Background: an optimization exercise with open tools, aiming at small area, a short achievable clock period and few clock cycles. Do not read the settings as production practice. Only simulation tests tie the RTL to the original design; equivalence was not proved. Power is estimated from default activity; no workload was simulated.

<file path="flow/run.sh">
#!/bin/bash
# synth_recipe.tcl (not shown) runs the flow's synth.tcl, then flattens the netlist and writes it again
# the make line also repeats each setting of config.mk as NAME=value (left out here)
make -C /OpenROAD-flow-scripts/flow DESIGN_CONFIG=/design/flow/config.mk WORK_HOME=/design/flow/orfs CLKGATE_MAP_FILE= SYNTH_SCRIPT=/design/flow/synth_recipe.tcl finish
</file>
<file path="flow/config.mk">
export PLATFORM = sky130hd
export DESIGN_NAME = mips_core
export DESIGN_NICKNAME = mips_core
export VERILOG_FILES = /design/flow/design.v
export SDC_FILE = /design/flow/constraint.sdc
export NUM_CORES = 4
export LEC_CHECK = 0
export CAP_MARGIN = 50
export CORE_MARGIN = 2
export CORE_UTILIZATION = 40
export SETUP_SLACK_MARGIN = 5
export SLEW_MARGIN = 80
</file>
<file path="flow/constraint.sdc">
create_clock -name core_clock -period 10.0 [get_ports {clk}]
set_input_delay 2.0000 -clock core_clock [delete_from_list [all_inputs] [get_ports {clk}]]
set_output_delay 2.0000 -clock core_clock [all_outputs]
set_load 0.01 [all_outputs]
</file>
<file path="flow/design.v">
module mips_core (
	input         clk,
	input         rst,           
	output [31:0] imem_addr,
	input  [31:0] imem_rdata,
	output [31:0] dmem_addr,
	output [31:0] dmem_wdata,
	output        dmem_we,
	input  [31:0] dmem_rdata,
	output        halt
);
	reg  [9:0]  pc;                  
	reg  [31:0] aX, bX;              
	reg  [15:0] immX;                
	reg  [9:0]  tgtX;                
	reg  [4:0]  rdX;
	reg         weX, swX, beqX, sysX, ldX, lwX, lhX;
	reg         immSelX, addX, subX, sltX, andX, orX, norX, sllX, srlX;
	reg  [31:0] resM, wdM;           
	reg  [4:0]  rdM;
	reg         weM, swM, sysM, ldM, lwM, lhM;
	wire [31:0] valM;                
	wire [31:0] rq [0:31];
	assign rq[0] = 32'd0;
	genvar g;
	generate
		for (g = 1; g < 32; g = g + 1) begin : R
			reg [31:0] r;
			always @(posedge clk)
				if (weM && rdM == g) r <= valM;
			assign rq[g] = r;
		end
	endgenerate
	wire [31:0] ir = imem_rdata;
	wire [5:0] op = ir[31:26];
	wire [5:0] fn = ir[5:0];
	wire [4:0] rs = ir[25:21];
	wire [4:0] rt = ir[20:16];
	wire [4:0] rd = ir[15:11];
	wire isR    = op == 6'h00;
	wire isAddi = op == 6'h08;
	wire isLw   = op == 6'h23;
	wire isLh   = op == 6'h21;
	wire isLhu  = op == 6'h25;
	wire isSw   = op == 6'h2B;
	wire isBeq  = op == 6'h04;
	wire isLd   = isLw | isLh | isLhu;
	wire isImm  = isAddi | isLd | isSw;
	wire isSys  = ir == 32'h0000000c;
	wire [4:0] dst = isR ? rd : rt;
	wire weF = (isR | isAddi | isLd) & (dst != 5'd0);
	wire beqSame = isBeq & (rs == rt);           
	wire [9:0] tgtF = pc + 10'd1 + ir[9:0];
	reg [31:0] rfA, rfB;
	integer k;
	always @(*) begin
		rfA = 32'd0;
		rfB = 32'd0;
		for (k = 1; k < 32; k = k + 1) begin
			rfA = rfA | ({32{rs == k}} & rq[k]);
			rfB = rfB | ({32{rt == k}} & rq[k]);
		end
	end
	wire hitA = weM & (rdM == rs);
	wire hitB = weM & (rdM == rt);
	wire [31:0] opA = hitA ? valM : rfA;
	wire [31:0] opB = hitB ? valM : rfB;
	wire [31:0] imm32 = {{16{immX[15]}}, immX};
	wire [31:0] b  = immSelX ? imm32 : bX;
	wire [31:0] bx = subX ? ~b : b;
	wire [32:0] sum = {1'b0, aX} + {1'b0, bx} + {32'd0, subX};
	wire lt = ~sum[32];              
	wire [4:0] sh = immX[10:6];
	wire [31:0] res = ({32{addX}} & sum[31:0])
			| {31'd0, sltX & lt}
			| ({32{andX}} & (aX & bX))
			| ({32{orX}}  & (aX | bX))
			| ({32{norX}} & ~(aX | bX))
			| ({32{sllX}} & (bX << sh))
			| ({32{srlX}} & (bX >> sh));
	wire takeX = beqX & (aX == bX);
	wire [31:0] ldv = {lwM ? dmem_rdata[31:16] : {16{lhM & dmem_rdata[15]}}, dmem_rdata[15:0]};
	assign valM = ldM ? ldv : resM;
	wire [9:0] pcNext = takeX   ? tgtX :
			    beqSame ? tgtF :
			    isBeq   ? pc + 10'd3 : pc + 10'd1;
	wire vF = ~takeX;                
	always @(posedge clk or posedge rst) begin
		if (rst) begin
			pc <= 10'd0;
			weX <= 1'b0; swX <= 1'b0; beqX <= 1'b0; sysX <= 1'b0;
			weM <= 1'b0; swM <= 1'b0; sysM <= 1'b0;
		end else begin
			pc <= pcNext;
			weX  <= vF & weF;
			swX  <= vF & isSw;
			beqX <= vF & isBeq & ~beqSame;
			sysX <= vF & isSys;
			weM  <= weX;
			swM  <= swX;
			sysM <= sysX;
		end
	end
	always @(posedge clk) begin
		aX      <= opA;
		bX      <= opB;
		immX    <= ir[15:0];
		tgtX    <= tgtF;
		rdX     <= dst;
		ldX     <= isLd;
		lwX     <= isLw;
		lhX     <= isLh;
		immSelX <= isImm;
		addX    <= isImm | (isR & (fn == 6'h20 | fn == 6'h22));
		subX    <= isR & (fn == 6'h22 | fn == 6'h2A | fn == 6'h2B);
		sltX    <= isR & (fn == 6'h2A | fn == 6'h2B);
		andX    <= isR & fn == 6'h24;
		orX     <= isR & fn == 6'h25;
		norX    <= isR & fn == 6'h27;
		sllX    <= isR & fn == 6'h00;
		srlX    <= isR & fn == 6'h02;
		resM <= res;
		wdM  <= bX;
		rdM  <= rdX;
		ldM  <= ldX;
		lwM  <= lwX;
		lhM  <= lhX;
	end
	assign imem_addr  = {20'd0, pc, 2'b00};
	assign dmem_addr  = resM;
	assign dmem_wdata = wdM;
	assign dmem_we    = swM;
	assign halt       = sysM;
endmodule
</file>
==> out/qor.yml, run 1 <==
worst_setup_path:
  startpoint_type: "primary input"
  criticalPathCategory: "in -> reg"
  path_cells: "buf_2 -> ha_1 -> a21oi_1 -> o21ai_2 -> a2111oi_4 -> clkdlybuf4s50_1 -> clkdlybuf4s50_1 -> clkdlybuf4s50_1 -> o31ai_2 -> xnor2_1 -> nor2_1 -> a211oi_1 -> a21o_1"
  cp_slowest_cell: "clkdlybuf4s50_1"
  crit_top_cell: "clkdlybuf4s50_1"
  cp_slowest_stage_delay_ns: 0.54
  cp.arrival_ns: 5.38
  path_max_fanout: 9
  cp-end-kind: "flip-flop"
  crit_required_ns: 10.70
logic_synthesis:
  ys.flop_type: "edfxtp_1"
  syn_inst: 4189
  async_reset_ff_frac: 0.0143
  ys_seq_area_frac: 0.617
  yosys_warnings: 1
  ys_ff_latch: 1188
  synth.avg_cell_area_um2: 13.1
  synth-edff-count: 992
  ys_types: 84
  syn_area_mm2: 0.0547
finish:
  nets: 4964
  finalNonFillerCells: 6689
  register_area_mm2: 0.0340
  multiInputGateArea_mm2: 0.0218
  num-fill-cells: 11100
  syn_to_final_growth_pct: 30.4
  final_common_cell: "edfxtp_1"
  final_cell_mix: "edfxtp_1, a22oi_1, a221oi_1"
  drive_above_1_share: 0.261
clocking:
  cts_tree: "built"
  cts_max_level: 3
  clk_latency_ns: 0.83
  cts.clk_slew.worst_paths_ns: 0.06
  cts-root-buf: "clkbuf_16"
  cts_setup_buffers: 0
  cts_buffers: 119
  clk_path_buf_depth: 3
  clkSinkCount: 1188
floorplanning:
  core_mm2: 0.136
  ioPinCount: 164
  initial_utilization: 0.404
  die_h_um: 374
  fp.dieW_um: 374
  die-area_mm2: 0.140
  row_count: 135
routing:
  post_drt_via_cell_ratio: 7.36
  wl_per_cell_um: 41.3
  drc: 0
  routed-via-count: 49200
  drt_iter0_drc: 11300
  antenna_left: 0
  drt_wl_total_mm: 276
  firstDrtPassIters: 17
power_and_ir_drop:
  p_leak_nw: 24.8
  switching_power_mw: 3.47
  seqPwrFrac: 0.460
  irDropWorstVdd_mv: 0.175
  p_per_area_mw_per_mm2: 176
  power_frac_comb: 0.159
  p_clk_frac: 0.381
  swShare: 0.277
  intPower_mw: 9.06
global_route:
  antenna_found_initial: 12
  grt_pass1_vias: 46200
  grt_max_degree: 38
  grt_util_all_layers: 0.380
  grt_pass1_wl_mm: 371
  grt_overflow: 0
flow_run:
  drv_cap: 0
placement:
  gp_congestion: 1.03
  port_buffers: 141
  place_hpwl_mm: 192
  dp_cells: 6425
sta:
  setup_tns_ns: 0
  finalMaxSlewViolations: 0
  min_period_ns: 4.68
  finalHoldViolCount: 0
  holdWs_ns: 0.324
  setup_viol: 0
  finClkSkew_ns: 0.0829
  rsz0062_at_grt: "no"
  finalCritPeriodShare: 0.468
  fmax_mhz: 213
worst_hold_path:
  worstHoldPathType: "reg -> reg"
outcome:
  status: "complete, no violations"
## metal layers
metal | GRT usage | part of all wire | routed length [um] | up-vias
li1 | - | - | - | 18400
met1 | 0.452 | 0.33 | 90400 | 23400
met2 | 0.540 | 0.40 | 111000 | 5519
met3 | 0.179 | 0.17 | 47700 | 1891
met4 | 0.265 | 0.096 | 26600 | 16
met5 | 0.0226 | 0.0027 | 747 | -
## Yosys cell counts, drive strengths merged, types with 8 or more instances
master,n,area share
a21o,18,0.0025
a21oi,165,0.015
a221o,13,0.0024
a221oi,293,0.047
a222oi,59,0.011
a22o,263,0.042
a22oi,380,0.052
a31oi,12,0.0014
buf,137,0.014
clkbuf,188,0.013
dfrtp,17,0.0078
dfxtp,179,0.065
edfxtp,992,0.54
ha,106,0.024
inv,86,0.0059
mux2,35,0.0072
mux2i,103,0.019
mux4,35,0.014
nand2,110,0.0075
nand2b,15,0.0017
nand3,135,0.012
nand3b,9,0.0012
nand4,116,0.013
nor2,277,0.019
nor2b,26,0.0030
nor3,81,0.0075
nor4,19,0.0023
o211ai,24,0.0034
o21a,12,0.0016
o21ai,82,0.0075
o221ai,8,0.0013
o311ai,8,0.0013
or2,8,0.00091
or3,14,0.0016
xnor2,57,0.0091
xor2,32,0.0051
## sequential cells by signal (all words and copies together) (netlist names), 5 cells and up
signal,count
rdM,5
resM,32
rdX,5
bX,32
R.r,992
tgtX,10
immX,16
aX,32
wdM,32
pc,10
## repair_timing
action | 4_1_cts | 5_1_grt
hold buffers | 0 | 0
endpoints found under the hold margin | 0 | 0
gates resized for setup | 3 | 0
endpoints found under the setup margin | 1 | 0
## path summary, 6_finish.rpt
kind | from | endpoint | slack [ns] | cells past startpoint
worst max-delay path | imem_rdata[1] | pc[9]$_DFF_PP0_ | 5.32 | 13
worst min-delay path | ldX$_DFF_P_ | ldM$_DFF_P_ | 0.32 | 0
worst max register to register | pc[2]$_DFF_PP0_ | pc[9]$_DFF_PP0_ | 5.72 | 14
min in group asynchronous | rst | swX$_DFF_PP0_ | 1.55 | 2
max in group asynchronous | rst | pc[0]$_DFF_PP0_ | 8.24 | 2
worst min register to register | ldX$_DFF_P_ | ldM$_DFF_P_ | 0.32 | 0
## critical path, delay by kind of cell
family / cells / cell delay (ns)
buf+inv: 4 / 1.74
compound gates: 6 / 1.07
fa+ha+maj: 1 / 0.31
xor+xnor: 1 / 0.19
simple gates: 1 / 0.07
## stage by stage
stage | area (um2) | total power, mW | util | setup slack, ns
2_1_floorplan | 54800 | 6.71 | - | 6.08
3_3_place_gp | 59000 | 7.42 | 0.435 | 4.25
3_5_place_dp | 66300 | 7.71 | 0.489 | 4.20
4_1_cts | 70400 | 12.4 | 0.519 | 5.20
5_1_grt | 71300 | 12.8 | 0.526 | 5.15
6_report | 71400 | 12.5 | 0.526 | 5.32
## cells by family (layout without fill, tap and decap cells)
| group | count (synthesis) | count (layout) | share of synthesized area |
|---|---|---|---|
| and+or+nand+nor | 836 | 836 | 0.0741 |
| adders and majority gates | 109 | 109 | 0.0251 |
| AOI/OAI and AO/OA | 1381 | 1381 | 0.196 |
| xor gates and xnor gates | 89 | 89 | 0.0142 |
| other | 1 | 38 | 0.0000685 |
| DFF | 1188 | 1188 | 0.617 |
| muxes | 173 | 173 | 0.0407 |
| buffers and inverters | 412 | 1094 | 0.0327 |
## power by group through the flow
stage	sequential, mW	combinational, mW	clock [mW]
final	5.76	1.99	4.78
after floorplan	5.74	0.976	0
after global placement	5.85	1.57	0
after CTS	5.75	1.86	4.78
after global routing	5.77	2.08	4.97
after detailed placement	5.86	1.85	0
## cell type report
cell class / instances / area share
diodes: 16 / 0.000561
clock buffers: 134 / 0.0431
clock inverters: 89 / 0.0153
inverters: 87 / 0.00521
multi-input cells: 2610 / 0.306
flip-flops and latches: 1188 / 0.476
well taps: 1781 / 0.0312
repair buffers: 784 / 0.123
Testbench counts, summed over its fixed seeds: cycles 60,988.
==> run 2, diff against run 1 <==
==> flow/config.mk (replaced) <==
export PLATFORM = sky130hd
export DESIGN_NAME = mips_core
export DESIGN_NICKNAME = mips_core
export VERILOG_FILES = /design/flow/design.v
export SDC_FILE = /design/flow/constraint.sdc
export NUM_CORES = 4
export LEC_CHECK = 0
export CAP_MARGIN = 20
export CORE_MARGIN = 2
export CORE_UTILIZATION = 40
export SLEW_MARGIN = 20
==> out/qor.yml, run 2 <==
global_route:
  grt_pass1_wl_mm: 360
  grt_max_degree: 63
  grt_util_all_layers: 0.372
  antenna_found_initial: 10
  grt_overflow: 0
  grt_pass1_vias: 43300
power_and_ir_drop:
  finalPower_mw: 12.3
  p_per_area_mw_per_mm2: 194
  irDropWorstVdd_mv: 0.133
  p_leak_nw: 21.3
logic_synthesis:
  syn_area_mm2: 0.0547
  synth-edff-count: 992
  syn_inst: 4189
  ys_ff_latch: 1188
  ys_seq_area_frac: 0.617
  ys.flop_type: "edfxtp_1"
  async_reset_ff_frac: 0.0143
  synth.avg_cell_area_um2: 13.1
  yosysTopAreaCell: "edfxtp_1"
  synth_top_area_frac: 0.544
  ys_top_cells_by_count: "edfxtp_1, a22oi_1, a221oi_1, nor2_1, a22o_1"
  ys_types: 84
  synth_most_common_cell: "edfxtp_1"
  synth_area_leaders: "edfxtp_1, dfxtp_1, a22oi_1"
  yosys_warnings: 1
sta:
  rsz0062_at_grt: "no"
  finalMaxSlewViolations: 0
  min_period_ns: 5.22
  worst_slack_ns: 4.78
  worstMarginPinSlew_ns: 1.25
  finClkSkew_ns: 0.0501
  setup_tns_ns: 0
  finalCritPeriodShare: 0.522
  setup_viol: 0
  fmax_mhz: 192
  holdWs_ns: 0.324
  relSlewSlack: 0.167
  finalHoldViolCount: 0
routing:
  post_drt_via_cell_ratio: 7.48
  routed-via-count: 46500
  drc: 0
  wl_per_cell_um: 43.3
  antenna_left: 0
  drt_iter0_drc: 10400
  drt_wl_total_mm: 269
  firstDrtPassIters: 15
clocking:
  cts-root-buf: "clkbuf_16"
  cts_setup_buffers: 0
  cts_max_level: 4
  cts_buffers: 130
  clkSinkCount: 1188
  cts.clk_slew.worst_paths_ns: 0.06
  cts_tree: "built"
  clk_path_buf_depth: 3
  clk_latency_ns: 0.81
  hold_buffers: 0
  ctsResizeCount: 0
finish:
  fin_util: 0.467
  nets: 4494
  final_common_cell: "edfxtp_1"
  largest_reg_flops: 992
  multiInputGateArea_mm2: 0.0200
  final_cell_mix: "edfxtp_1, a22oi_1, a221oi_1"
  syn_to_final_growth_pct: 15.7
  register_area_mm2: 0.0338
  num-fill-cells: 11900
  top_register: "R.r"
  drive_above_1_share: 0.126
placement:
  dp_slack_ns: 4.30
  gp_congestion: 1.03
  place_hpwl_mm: 160
  port_buffers: 141
worst_setup_path:
  path_cells: "clkdlybuf4s50_1 -> nand2b_1 -> nor2_4 -> buf_4 -> a22o_1 -> a221oi_1 -> nand4_1 -> nor3_1 -> a21oi_1"
  cp.arrival_ns: 5.85
  cp_slowest_stage_delay_ns: 0.77
  cp-end-kind: "flip-flop"
  path_max_fanout: 18
  cp_slowest_cell: "nand2b_1"
  crit_required_ns: 10.64
  startpoint_type: "primary input"
  criticalPathCategory: "in -> reg"
flow_run:
  drv_cap: 0
floorplanning:
  die-area_mm2: 0.140
  fp.dieW_um: 374
  initial_utilization: 0.404
  ioPinCount: 164
  core_mm2: 0.136
  row_count: 135
  die_h_um: 374
outcome:
  status: "complete, no violations"
worst_hold_path:
  worstHoldPathType: "reg -> reg"
run 2: cell count changes in the layout (fill, tap and decap cells not counted), moves of 45 or more:
cell,change
buf_6,-45
dfxtp_1,+52
buf_16,-81
buf_8,-106
buf_1,-47
buf_2,-183
run 2: cell type report:
cell class	count	share of cell area
flip-flops and latches	1188	0.534
well taps	1781	0.0352
diodes	8	0.000316
multi-input cells	2610	0.317
repair buffers	303	0.0420
clock buffers	169	0.0558
clock inverters	64	0.0108
inverters	87	0.00516
run 2: final timing paths:
| kind | from | endpoint | slack (ns) | cells past startpoint |
|---|---|---|---|---|
| setup / recovery | imem_rdata[22] | aX[24]$_DFF_P_ | 4.78 | 9 |
| hold / removal | ldX$_DFF_P_ | ldM$_DFF_P_ | 0.32 | 0 |
| setup reg to reg | immSelX$_DFF_P_ | resM[0]$_DFF_P_ | 5.40 | 12 |
| hold reg to reg | ldX$_DFF_P_ | ldM$_DFF_P_ | 0.32 | 0 |
| max in group asynchronous | rst | pc[1]$_DFF_PP0_ | 7.79 | 2 |
| min in group asynchronous | rst | beqX$_DFF_PP0_ | 1.69 | 2 |
run 2: layer usage:
layer,vias to the layer above,routed length (um),track usage
met5,-,166,0.00412
met4,16,23300,0.234
met3,1546,45400,0.174
met2,5059,108000,0.528
met1,22400,91900,0.455
li1,17400,-,-
run 2: report_power, final:
| group | total [mW] | switching, mW | leakage, nW | internal, mW |
|---|---|---|---|---|
| logic | 1.65 | 1.04 | 8.37 | 0.609 |
| registers | 5.76 | 0.230 | 10.9 | 5.53 |
| clock network | 4.86 | 2.08 | 2.05 | 2.77 |
| total | 12.3 | 3.36 | 21.3 | 8.91 |
run 2: cell families after synthesis:
group,share of synthesized area
AOI/OAI and AO/OA,0.196
DFF,0.617
and+or+nand+nor,0.0741
buffers and inverters,0.0327
muxes,0.0407
adders and majority gates,0.0251
xor gates and xnor gates,0.0142
other,0.0000685
run 2: through the flow:
step / instances / instance area (um2)
after CTS: 6199 / 63200
after floorplan: 4210 / 54800
final: 6210 / 63300
after detailed placement: 5966 / 59000
after global routing: 6204 / 63300
after global placement: 5966 / 59000
run 2: worst max-delay path, delay by kind of cell:
kind,cells,cell delay [ns]
AO/OA/AOI/OAI,3,0.65
buffers and inverters,2,1.14
AND/OR/NAND/NOR,4,2.01
==> run 3, diff against run 2 <==
==> flow/flow/run.sh (new file) <==
#!/bin/bash
cp standard.sh standard_sh.txt.log
cat config.mk > config_in.log
echo "export SETUP_SLACK_MARGIN = 6.6" >> config.mk
bash standard.sh > standard.log 2>&1
==> flow/standard.sh (new file) <==
#!/bin/bash
# synth_recipe.tcl (not shown) runs the flow's synth.tcl, then flattens the netlist and writes it again
# the make line also repeats each setting of config.mk as NAME=value (left out here)
make -C /OpenROAD-flow-scripts/flow DESIGN_CONFIG=/design/flow/config.mk WORK_HOME=/design/flow/orfs CLKGATE_MAP_FILE= SYNTH_SCRIPT=/design/flow/synth_recipe.tcl "${@:-finish}"
--- a/flow/config.mk
+++ b/flow/config.mk
@@ -9,3 +9,4 @@
 export CORE_MARGIN = 2
 export CORE_UTILIZATION = 40
 export SLEW_MARGIN = 20
+export SETUP_SLACK_MARGIN = 6.6
removed: flow/run.sh
==> out/qor.yml, run 3 <==
outcome:
  status: "complete, no violations"
logic_synthesis:
  synth_area_leaders: "edfxtp_1, dfxtp_1, a22oi_1"
  ys_types: 84
  async_reset_ff_frac: 0.0143
  ys.flop_type: "edfxtp_1"
  synth.avg_cell_area_um2: 13.1
  syn_area_mm2: 0.0547
  ys_ff_latch: 1188
  syn_inst: 4189
  synth_most_common_cell: "edfxtp_1"
  yosysTopAreaCell: "edfxtp_1"
  synth_top_area_frac: 0.544
  ys_seq_area_frac: 0.617
  ys_top_cells_by_count: "edfxtp_1, a22oi_1, a221oi_1, nor2_1, a22o_1"
  synth-edff-count: 992
  yosys_warnings: 1
finish:
  num-fill-cells: 11700
  diodes: 0
  drive_above_1_share: 0.213
  finalNonFillerCells: 6362
  final_common_cell: "edfxtp_1"
  final_cell_mix: "edfxtp_1, a22oi_1, a22o_1"
  syn_to_final_growth_pct: 21.5
  largest_reg_flops: 992
  top_register: "R.r"
  nets: 4649
sta:
  worst_slack_ns: 6.35
  min_period_ns: 3.65
  finalMaxSlewViolations: 0
  holdWs_ns: 0.320
  relSlewSlack: 0.185
  setup_tns_ns: 0
  finalCritPeriodShare: 0.365
  finClkSkew_ns: 0.0806
  setup_viol: 0
  finalHoldViolCount: 0
  fmax_mhz: 274
  rsz0062_at_grt: "yes"
  worstMarginPinSlew_ns: 1.22
power_and_ir_drop:
  p_per_area_mw_per_mm2: 184
  seqPwrFrac: 0.467
  intPower_mw: 8.84
  switching_power_mw: 3.40
  power_frac_comb: 0.154
  irDropWorstVdd_mv: 0.161
  finalPower_mw: 12.2
  p_leak_nw: 22.7
  swShare: 0.278
  p_clk_frac: 0.378
global_route:
  grt_max_degree: 65
  grt_overflow: 0
  grt_util_all_layers: 0.379
  antenna_found_initial: 7
  grt_pass1_vias: 44300
  grt_pass1_wl_mm: 367
clocking:
  hold_buffers: 0
  cts_buffers: 118
  cts-root-buf: "clkbuf_16"
  clkSinkCount: 1188
  clk_path_buf_depth: 3
  clk_latency_ns: 0.80
  cts_tree: "built"
  cts_max_level: 3
  cts.clk_slew.worst_paths_ns: 0.06
routing:
  drt_wl_total_mm: 278
  drt_iter0_drc: 10800
  post_drt_via_cell_ratio: 7.47
  routed-via-count: 47500
  firstDrtPassIters: 15
  antenna_left: 0
  drc: 0
  wl_per_cell_um: 43.7
worst_setup_path:
  regToRegSetupSlack_ns: 6.57
  cp.arrival_ns: 4.25
  path_max_fanout: 11
  criticalPathCategory: "in -> reg"
  cp-end-kind: "flip-flop"
  crit_top_cell: "buf_4"
  cp_slowest_cell: "or3b_4"
  crit_required_ns: 10.60
  path_cells: "buf_6 -> or3b_4 -> buf_4 -> nor2_4 -> buf_4 -> a22o_1 -> a221oi_2 -> nand4_1 -> nor3_1 -> a21oi_2"
  cp_slowest_stage_delay_ns: 0.46
  startpoint_type: "primary input"
placement:
  place_hpwl_mm: 150
  dp_slack_ns: 4.19
  gp_congestion: 1.01
  port_buffers: 141
  dp_cells: 5951
floorplanning:
  fp.dieW_um: 374
  initial_utilization: 0.404
  die_h_um: 374
  core_mm2: 0.136
  ioPinCount: 164
  die-area_mm2: 0.140
  row_count: 135
worst_hold_path:
  worstHoldPathType: "reg -> reg"
flow_run:
  drv_cap: 0
## run 3: cell counts after synthesis
Identical to the previous run, type by type.
## run 3: what timing repair did
action	4_1_cts	5_1_grt
gates resized for setup	388	179
pin swaps	57	45
cloned	13	7
setup endpoints to repair	377	366
setup buffers	105	60
## run 3: kinds of logic after synthesis
| kind of cell | Yosys count | share of synthesized area |
|---|---|---|
| other | 1 | 0.0000685 |
| AOI/OAI and AO/OA | 1381 | 0.196 |
| and+or+nand+nor | 836 | 0.0741 |
| DFF | 1188 | 0.617 |
| xor gates and xnor gates | 89 | 0.0142 |
| muxes | 173 | 0.0407 |
| buffers and inverters | 412 | 0.0327 |
| adders and majority gates | 109 | 0.0251 |
## run 3: path summary, 6_finish.rpt
check	start	end	depth (start not counted)
min in group asynchronous	rst	swX$_DFF_PP0_	2
hold reg to reg	rdX[2]$_DFF_P_	rdM[2]$_DFF_P_	0
hold / removal	rdX[2]$_DFF_P_	rdM[2]$_DFF_P_	0
setup reg to reg	immSelX$_DFF_P_	resM[24]$_DFF_P_	15
setup / recovery	imem_rdata[23]	aX[10]$_DFF_P_	10
max in group asynchronous	rst	pc[0]$_DFF_PP0_	2
## run 3: area by class of cell
| type | instances | area [um2] | share of cell area |
|---|---|---|---|
| flip-flops and latches | 1188 | 33900 | 0.509 |
| multi-input cells | 2621 | 21300 | 0.321 |
| repair buffers | 454 | 4630 | 0.0697 |
| clock buffers | 154 | 3260 | 0.0490 |
| well taps | 1781 | 2230 | 0.0335 |
| clock inverters | 72 | 788 | 0.0119 |
| inverters | 87 | 348 | 0.00523 |
| repair inverters | 5 | 32.5 | 0.000489 |
## run 3: power by group through the flow
stage / clock [mW] / combinational, mW / sequential (mW)
2_1_floorplan: 0 / 1.04 / 5.74
3_3_place_gp: 0 / 1.61 / 5.83
3_5_place_dp: 0 / 1.62 / 5.84
4_1_cts: 4.63 / 1.73 / 5.71
5_1_grt: 4.82 / 1.99 / 5.73
6_report: 4.63 / 1.89 / 5.72
## run 3: critical path, delay by kind of cell
family                 cells  cell delay, ns
AND/OR/NAND/NOR            4            0.90
buffers and inverters      3            0.67
AO/OA/AOI/OAI              3            0.66
## run 3: metal layers
layer  GRT usage  up-vias  part of all wire  routed length, um
li1            -    17700                 -                  -
met1       0.464    22800              0.33              91800
met2       0.538     5280              0.40             111000
met3       0.166     1726              0.18              48800
met4       0.253       16             0.093              25800
met5      0.0117        -            0.0013                361
## run 3: per-stage QoR
stage | utilization | instance area (um2)
finish | 0.490 | 66500
global route | 0.490 | 66500
CTS | 0.481 | 65200
detailed placement | 0.439 | 59500
global placement | 0.439 | 59500
floorplan | - | 56500

==> re-timing with driven ports <==
Ports are ideal in the flow. The routed layouts listed here were re-timed in OpenROAD. Step 1: set_driving_cell puts a clkbuf_16 on clk and a buf_2 on each other input, an assumption about the parent block. Step 2 moves the port delays by t, midway between the first and last clock arrival at a register: inputs arrive t later, outputs are due t later. That takes back most of the time a late clock gives input paths. Three values: ideal ports, drivers, drivers and shift; two values: the first two.
run | t (ns) | setup slack, ns | hold slack, ns | worst data-port slew with drivers (ns)
run 1 | 0.865 | 5.316 / 5.374 / 4.509 | 0.324 / 0.324 / 0.324 | 0.28
run 2 | 0.865 | 4.780 / 4.742 / 3.878 | 0.324 / 0.324 / 0.324 | 0.24
run 3 | 0.836 | 6.352 / 6.372 / 5.536 | 0.320 / 0.320 / 0.320 | 0.20
After both steps setup and hold are still met in every run listed. The setup slack of run 2, which loses most, moves by -0.038 ns with the drivers and by -0.902 ns with both steps.
